From an optimization exercise on the open Yosys and OpenROAD flow, aimed at small area; shortcuts taken in it are not production practice.
Only simulation tests tie the RTL to the original design; equivalence was not proved.
No activity file was given, so power comes from the tool's default toggle rates.

==> flow/design.v (outline; a module is shown in full before it is edited, if it fits) <==
// module top: 79 lines
// module adc: 8 lines
// module dac: 7 lines
// module c_aoi222: 3 lines
// module c_nand4: 3 lines
// module c_nand3: 3 lines
// module c_nand2: 3 lines
// module c_nor2: 3 lines
// module c_inv: 3 lines
// module la_filter: 23 lines
// module phase_adjust: 64 lines
// module rdmux_182: 906 lines
// module b_rescue: 75 lines
// module rdmux_128: 656 lines
module top(
	input		sys_clk,
	input		sys_rst_n,
	input		[9:0]		i_adc,
	input		[9:0]		i_adc_dds,
	output		[9:0]		o_dac,
	output		[9:0]		o_dacP,
	input		phaseUpA,
	input		phaseDownA
);
  // ...
==> flow/run.sh <==
#!/bin/bash
# synth_recipe.tcl (not shown) runs the flow's synth.tcl, then flattens the netlist and writes it again
# the make line also repeats each setting of config.mk as NAME=value (left out here)
make -C /OpenROAD-flow-scripts/flow DESIGN_CONFIG=/design/flow/config.mk WORK_HOME=/design/flow/orfs CLKGATE_MAP_FILE= SYNTH_SCRIPT=/design/flow/synth_recipe.tcl finish
==> flow/config.mk <==
export PLATFORM = sky130hd
export DESIGN_NAME = top
export DESIGN_NICKNAME = top
export VERILOG_FILES = /design/flow/design.v
export SDC_FILE = /design/flow/constraint.sdc
export NUM_CORES = 4
export LEC_CHECK = 0
export CAP_MARGIN = 20
export CORE_MARGIN = 2
export CORE_UTILIZATION = 60
export CTS_BUF_LIST = sky130_fd_sc_hd__clkbuf_8 sky130_fd_sc_hd__clkbuf_16
export CTS_CLUSTER_DIAMETER = 60
export CTS_CLUSTER_SIZE = 30
export GPL_ROUTABILITY_DRIVEN = 1
export PLACE_DENSITY = 0.7
export SLEW_MARGIN = 20
export SYNTH_HIERARCHICAL = 1
export SYNTH_MINIMUM_KEEP_SIZE = 0
==> flow/constraint.sdc <==
create_clock -name core_clock -period 18.0 [get_ports {sys_clk}]
set_input_delay 3.6000 -clock core_clock [delete_from_list [all_inputs] [get_ports {sys_clk}]]
set_output_delay 3.6000 -clock core_clock [all_outputs]
set_load 0.01 [all_outputs]
==> flow_summary_export.csv, run 1 <==
group,metric,value,unit
finish,multi_input_cells,3680,
global_route,busiest_layer,"met2",
yosys,yosysTopAreaCell,"dfxtp_1",
global_route,grt_util_met2,44.9,%
yosys,synth_edf_count,80,
sta,drv_slew,0,
worst_setup_path,cp-end-kind,"flip-flop",
finish,final_cells,14300,
detailed_routing,vias,88700,
detailed_routing,wl_met3,31.7,mm
power_and_ir_drop,intPower,0.0193,W
power_and_ir_drop,pg_clk,0.00758,W
worst_setup_path,critPathSlowestCell,"and4b_1",
power_and_ir_drop,ir_drop,0.201,mV
sta,clock.fmax,0.0709,GHz
min_path,hold_path_class,"flip-flop to flip-flop",
yosys,synthCells,10300,
cts,cts_inserted_buffers,290,
global_route,grt_max_degree,81,
min_path,hold_end,"phase_adjust_dut.sr[2776]",
power_and_ir_drop,finalPower,0.0269,W
detailed_routing,drt-met1-wl,160,mm
sta,min_period,14100,ps
power_and_ir_drop,top_power_group,"sequential cells",
cts,clock_path_buffers,4,
yosys,syn_area,157000,um^2
status,status,"finished clean",
finish,nonClkBufAreaFrac,0.658,%
worst_setup_path,crit_type,"flip-flop to flip-flop",
cts,root_buffer,"clkbuf_16",
finish,seq_area_share,74.8,%
worst_setup_path,cp-start-kind,"flip-flop",
global_route,grt_pass1_wl,568,mm
power_and_ir_drop,p_clk_share,28.2,%
yosys,ys_async_sr_fraction,1.13,%
detailed_routing,routed_wl,391,mm
yosys,synth_xor_area_share,0.594,%
finish,area_growth,8.86,%
detailed_routing,met2_length,177,mm
worst_setup_path,worst_r2r_endpoint,"b_rescue_dut.w_n[4]",
==> run 2: changes to the inputs <==
--- a/flow/config.mk
+++ b/flow/config.mk
@@ -8,8 +8,8 @@
 export CAP_MARGIN = 20
 export CORE_MARGIN = 2
 export CORE_UTILIZATION = 60
-export CTS_BUF_LIST = sky130_fd_sc_hd__clkbuf_8 sky130_fd_sc_hd__clkbuf_16
-export CTS_CLUSTER_DIAMETER = 60
+export CTS_BUF_LIST = sky130_fd_sc_hd__clkbuf_16
+export CTS_CLUSTER_DIAMETER = 80
 export CTS_CLUSTER_SIZE = 30
 export GPL_ROUTABILITY_DRIVEN = 1
 export PLACE_DENSITY = 0.7
==> run 2 against run 1 <==
  * Register-to-register slack lost 140 ps
  * Non-clock buffer count unchanged
  * Clock skew increased by 21 ps
  * Global-route usage shrank 0.22 points
  * Via count down 0.76%
  * Critical path depth down 4
  * Sequential share of layout area increased by 1.1 points
  * Power fell by 4.2%
  * Wire length shrank 0.64%
  * Combinational power about the same
  * Final area shrank 1.4%
  * Sequential power about the same
  * Critical endpoint unchanged
  * Largest power group unchanged
  * Highest routed layer unchanged
==> flow_summary_export.csv, run 2 <==
group,metric,value,unit
sta,setup_ws,3760,ps
sta,hold_ws,278,ps
finish,area_growth,7.30,%
sta,drv_slew,0,
cts,cts_tree,"built",
finish,utilization,64.5,%
global_route,grt_pass1_wl,565,mm
global_route,grt_antenna_before_repair,13,
yosys,synthTopCellsByArea,"dfxtp_1 79%, a222oi_1 9.3%, nor2_1 1.7%, nand4_1 1.6%, edfxtp_1 1.5%",
cts,cts_inserted_buffers,243,
yosys,yosys-top-cells-count,"6200 x dfxtp_1, 1470 x a222oi_1, 732 x nor2_1",
yosys,avgSynthCellArea,15.4,um^2
worst_setup_path,required,18770,ps
power_and_ir_drop,power.switching,0.00728,W
worst_setup_path,cp-start-kind,"flip-flop",
floorplan,core-area,262000,um^2
cts,cts_hold_buf,0,
yosys,synthCells,10300,
placed_design,place_inst,13800,
finish,mostFrequentLayoutCells,"6200 x dfxtp_1, 1470 x a222oi_1, 706 x nor2_1",
power_and_ir_drop,ir_drop,0.203,mV
finish,drive_gt1_share,4.47,%
worst_setup_path,crit_type,"flip-flop to flip-flop",
sta,setup-tns-final,0,ps
finish,nets,10700,
worst_setup_path,cp-end-kind,"flip-flop",
min_path,hold_path_class,"flip-flop to flip-flop",
yosys,syn_area,157000,um^2
sta,fin_crit_sh,79.1,%
cts,cts-resized-gates,0,
yosys,yosysWarnings,10,
floorplan,dieHeight,516,um
power_and_ir_drop,intPower,0.0185,W
floorplan,die_w,516,um
cts,htree_levels,4,
detailed_routing,drt_first_pass_iters,11,
placed_design,post-dp-hpwl,270,mm
sta,clock.fmax,0.0702,GHz
cts,root_buffer,"clkbuf_16",
finish,final_common_cell,"dfxtp_1",
detailed_routing,drc,0,
detailed_routing,avgRoutedWirePerCell,27.5,um
yosys,synth_top_area_share,78.8,%
cts,clk_pin_slew,110,ps
finish,final_cells,14100,
floorplan,ioPinCount,44,
cts,postCtsSetupBuffers,0,
sta,min_period,14240,ps
detailed_routing,antenna_left,0,
min_path,min_from,"phase_adjust_dut.sr[2540]",
cts,clock-sinks,6352,
power_and_ir_drop,leakage,63.7,nW
cts,clkLatencyLatePin,980,ps
yosys,synthDistinctLibCells,98,
yosys,yosys_most_used_dff,"dfxtp_1",
detailed_routing,routed_wl,388,mm
finish,largest_reg_flops,3640,
yosys,synth_edf_count,80,
global_route,grt_pass1_vias,86000,
placed_design,gp_congestion,1.01,
power_and_ir_drop,p_comb_share,18.7,%
yosys,yosysTopAreaCell,"dfxtp_1",
power_and_ir_drop,seqPwrFrac,56.2,%
yosys,ys_async_sr_fraction,1.13,%
floorplan,dieArea,267000,um^2
sta,finalHoldViolations,0,
finish,regMostFlops,"phase_adjust_dut.sr",
sta,rsz0062_at_grt,"false",
status,status,"finished clean",
floorplan,initial_core_util,60.2,%
power_and_ir_drop,switching_share,28.2,%
sta,finClkSkew,101,ps
power_and_ir_drop,pwr_density_cell,153,nW/um^2
detailed_routing,vias,88000,
floorplan,num_rows,188,
detailed_routing,vias_per_cell,6.23,
worst_setup_path,r2r-start,"cnt[4]",
detailed_routing,drtIter0Drc,15300,
global_route,globalRoute.totalOverflow,0,
sta,maxSlewHeadroom,16.4,%
power_and_ir_drop,p_clk_share,25.0,%
finish,reg_top3,"phase_adjust_dut.sr: 3640 flops, b_rescue_dut.dl: 2560 flops, la_filter_dut.tail: 80 flops",
yosys,ys_seq_area_share,81.5,%
worst_setup_path,worstPathArrival,15010,ps
worst_setup_path,max_stage_delay,790,ps
placed_design,port_buffers,43,
cts,clock_path_buffers,4,
finish,fill_cells,18700,
placed_design,place_ws,3880,ps
global_route,grt_max_degree,81,
global_route,grt_usage,28.2,%
sta,worstMarginPinSlew,1250,ps
run,maxCapViolCount,0,
yosys,post-synth-top-count-cell,"dfxtp_1",
sta,setup_violations,0,
worst_setup_path,crit_start,"cnt[4]",
worst_setup_path,path_max_fanout,23,
yosys,ys_ff_latch,6352,
worst_setup_path,critPathSlowestCell,"and4b_1",
run 2: cell counts after synthesis:
No cell type changed its count.
run 2: worst paths after layout:
path / to / slack (ps) / cells after the start
min in group asynchronous: la_filter_dut.sum[3] / 2670 / 1
max in group asynchronous: b_rescue_dut.shift_reg[5] / 14670 / 1
max: b_rescue_dut.w_n[4] / 3760 / 47
max reg2reg: b_rescue_dut.w_n[4] / 3760 / 47
min: phase_adjust_dut.sr[2550] / 280 / 0
min reg2reg: phase_adjust_dut.sr[2550] / 280 / 0
run 2: per-module statistics from Yosys (local to each module, per instance), a selection:
module / copies in the design / cells inside / flops+latches
b_rescue: 1 / 3458 / 2598
c_aoi222: 1470 / 1 / 0
c_inv: 60 / 1 / 0
c_nand2: 20 / 1 / 0
c_nand4: 390 / 1 / 0
c_nor2: 648 / 1 / 0
dac: 2 / 10 / 0
la_filter: 1 / 246 / 91
phase_adjust: 1 / 3811 / 3652
rdmux_128: 2 / 11 / 0
rdmux_182: 1 / 11 / 0
top: 1 / 36 / 11
run 2: logic make-up (layout without fill, tap and decap cells):
family          count (synthesis)  count (layout)  synth area share (%)
compound gates               1793            1793                  10.8
xor+xnor                      106             106                 0.594
fa+ha+maj                     135             135                  1.14
buf+inv                       284             566                 0.906
flops                        6352            6352                  81.5
mux                            52              52                 0.380
other cells                     4              70               0.00953
simple gates                 1532            1532                  4.68
run 2: per-stage QoR:
step           instance area, um^2  power (W)
4_1_cts                     169000     0.0258
3_5_place_dp                162000     0.0196
5_1_grt                     169000     0.0268
6_report                    169000     0.0258
2_1_floorplan               158000     0.0181
3_3_place_gp                162000     0.0196
run 2: worst max-delay path: cells and delay by family, from the launching register on:
kind                       cells  cell delay, ps
DFF                            1             500
muxes                          1             350
buffers and inverters          4             600
and+or+nand+nor               15            5030
xor gates and xnor gates       3            1180
adders and majority gates      5            1470
AOI/OAI and AO/OA             19            4850
run 2: power groups by stage:
| stage | Clock [W] | Combinational (W) | Sequential [W] |
|---|---|---|---|
| floorplan | 0 | 0.00340 | 0.0147 |
| global placement | 0 | 0.00477 | 0.0148 |
| detailed placement | 0 | 0.00477 | 0.0148 |
| CTS | 0.00652 | 0.00480 | 0.0145 |
| global route | 0.00699 | 0.00531 | 0.0145 |
| finish | 0.00646 | 0.00483 | 0.0145 |
run 2: metal layers:
layer  global-route usage, %  routed length [um]
met5                       0                  42
met4                    13.6               21500
met3                    4.99               31200
met2                    44.3              175000
met1                    38.0              160000
run 2: cell type report:
class | count | area, um^2 | area share, %
flip-flops and latches | 6352 | 128000 | 75.9
multi-input cells | 3680 | 28100 | 16.6
clock buffers | 245 | 6130 | 3.63
well taps | 3515 | 4400 | 2.60
repair buffers | 136 | 1130 | 0.667
inverters | 151 | 567 | 0.335
clock inverters | 34 | 324 | 0.192
diodes | 8 | 20.0 | 0.0118

-- separate check: timing with driven ports --
The results above use ideal ports. As a check the final layouts listed here were re-extracted and re-timed, cells and wires unchanged. Step 1 assumes that a clkbuf_16 drives the clock port and a buf_2 every other input. Step 2 adds t to the input delays and takes it off the output delays; t is the mean of the earliest and latest rising clock arrival at the registers after step 1. Input paths then give back, and output paths get back, about the clock's delay inside the block. Slacks: ideal / step 1 / step 2; pairs: ideal / step 1.
run	shift t [ns]	setup WS [ns]	worst hold slack (ns)	worst setup path at the end	worst slew at a driven data input, ns
run 1	1.024	3.901 / 3.901 / 3.901	0.309 / 0.309 / 0.309	register to register	0.06
run 2	1.024	3.764 / 3.764 / 3.764	0.278 / 0.278 / 0.278	register to register	0.06
After both steps setup and hold are still met in every run listed.
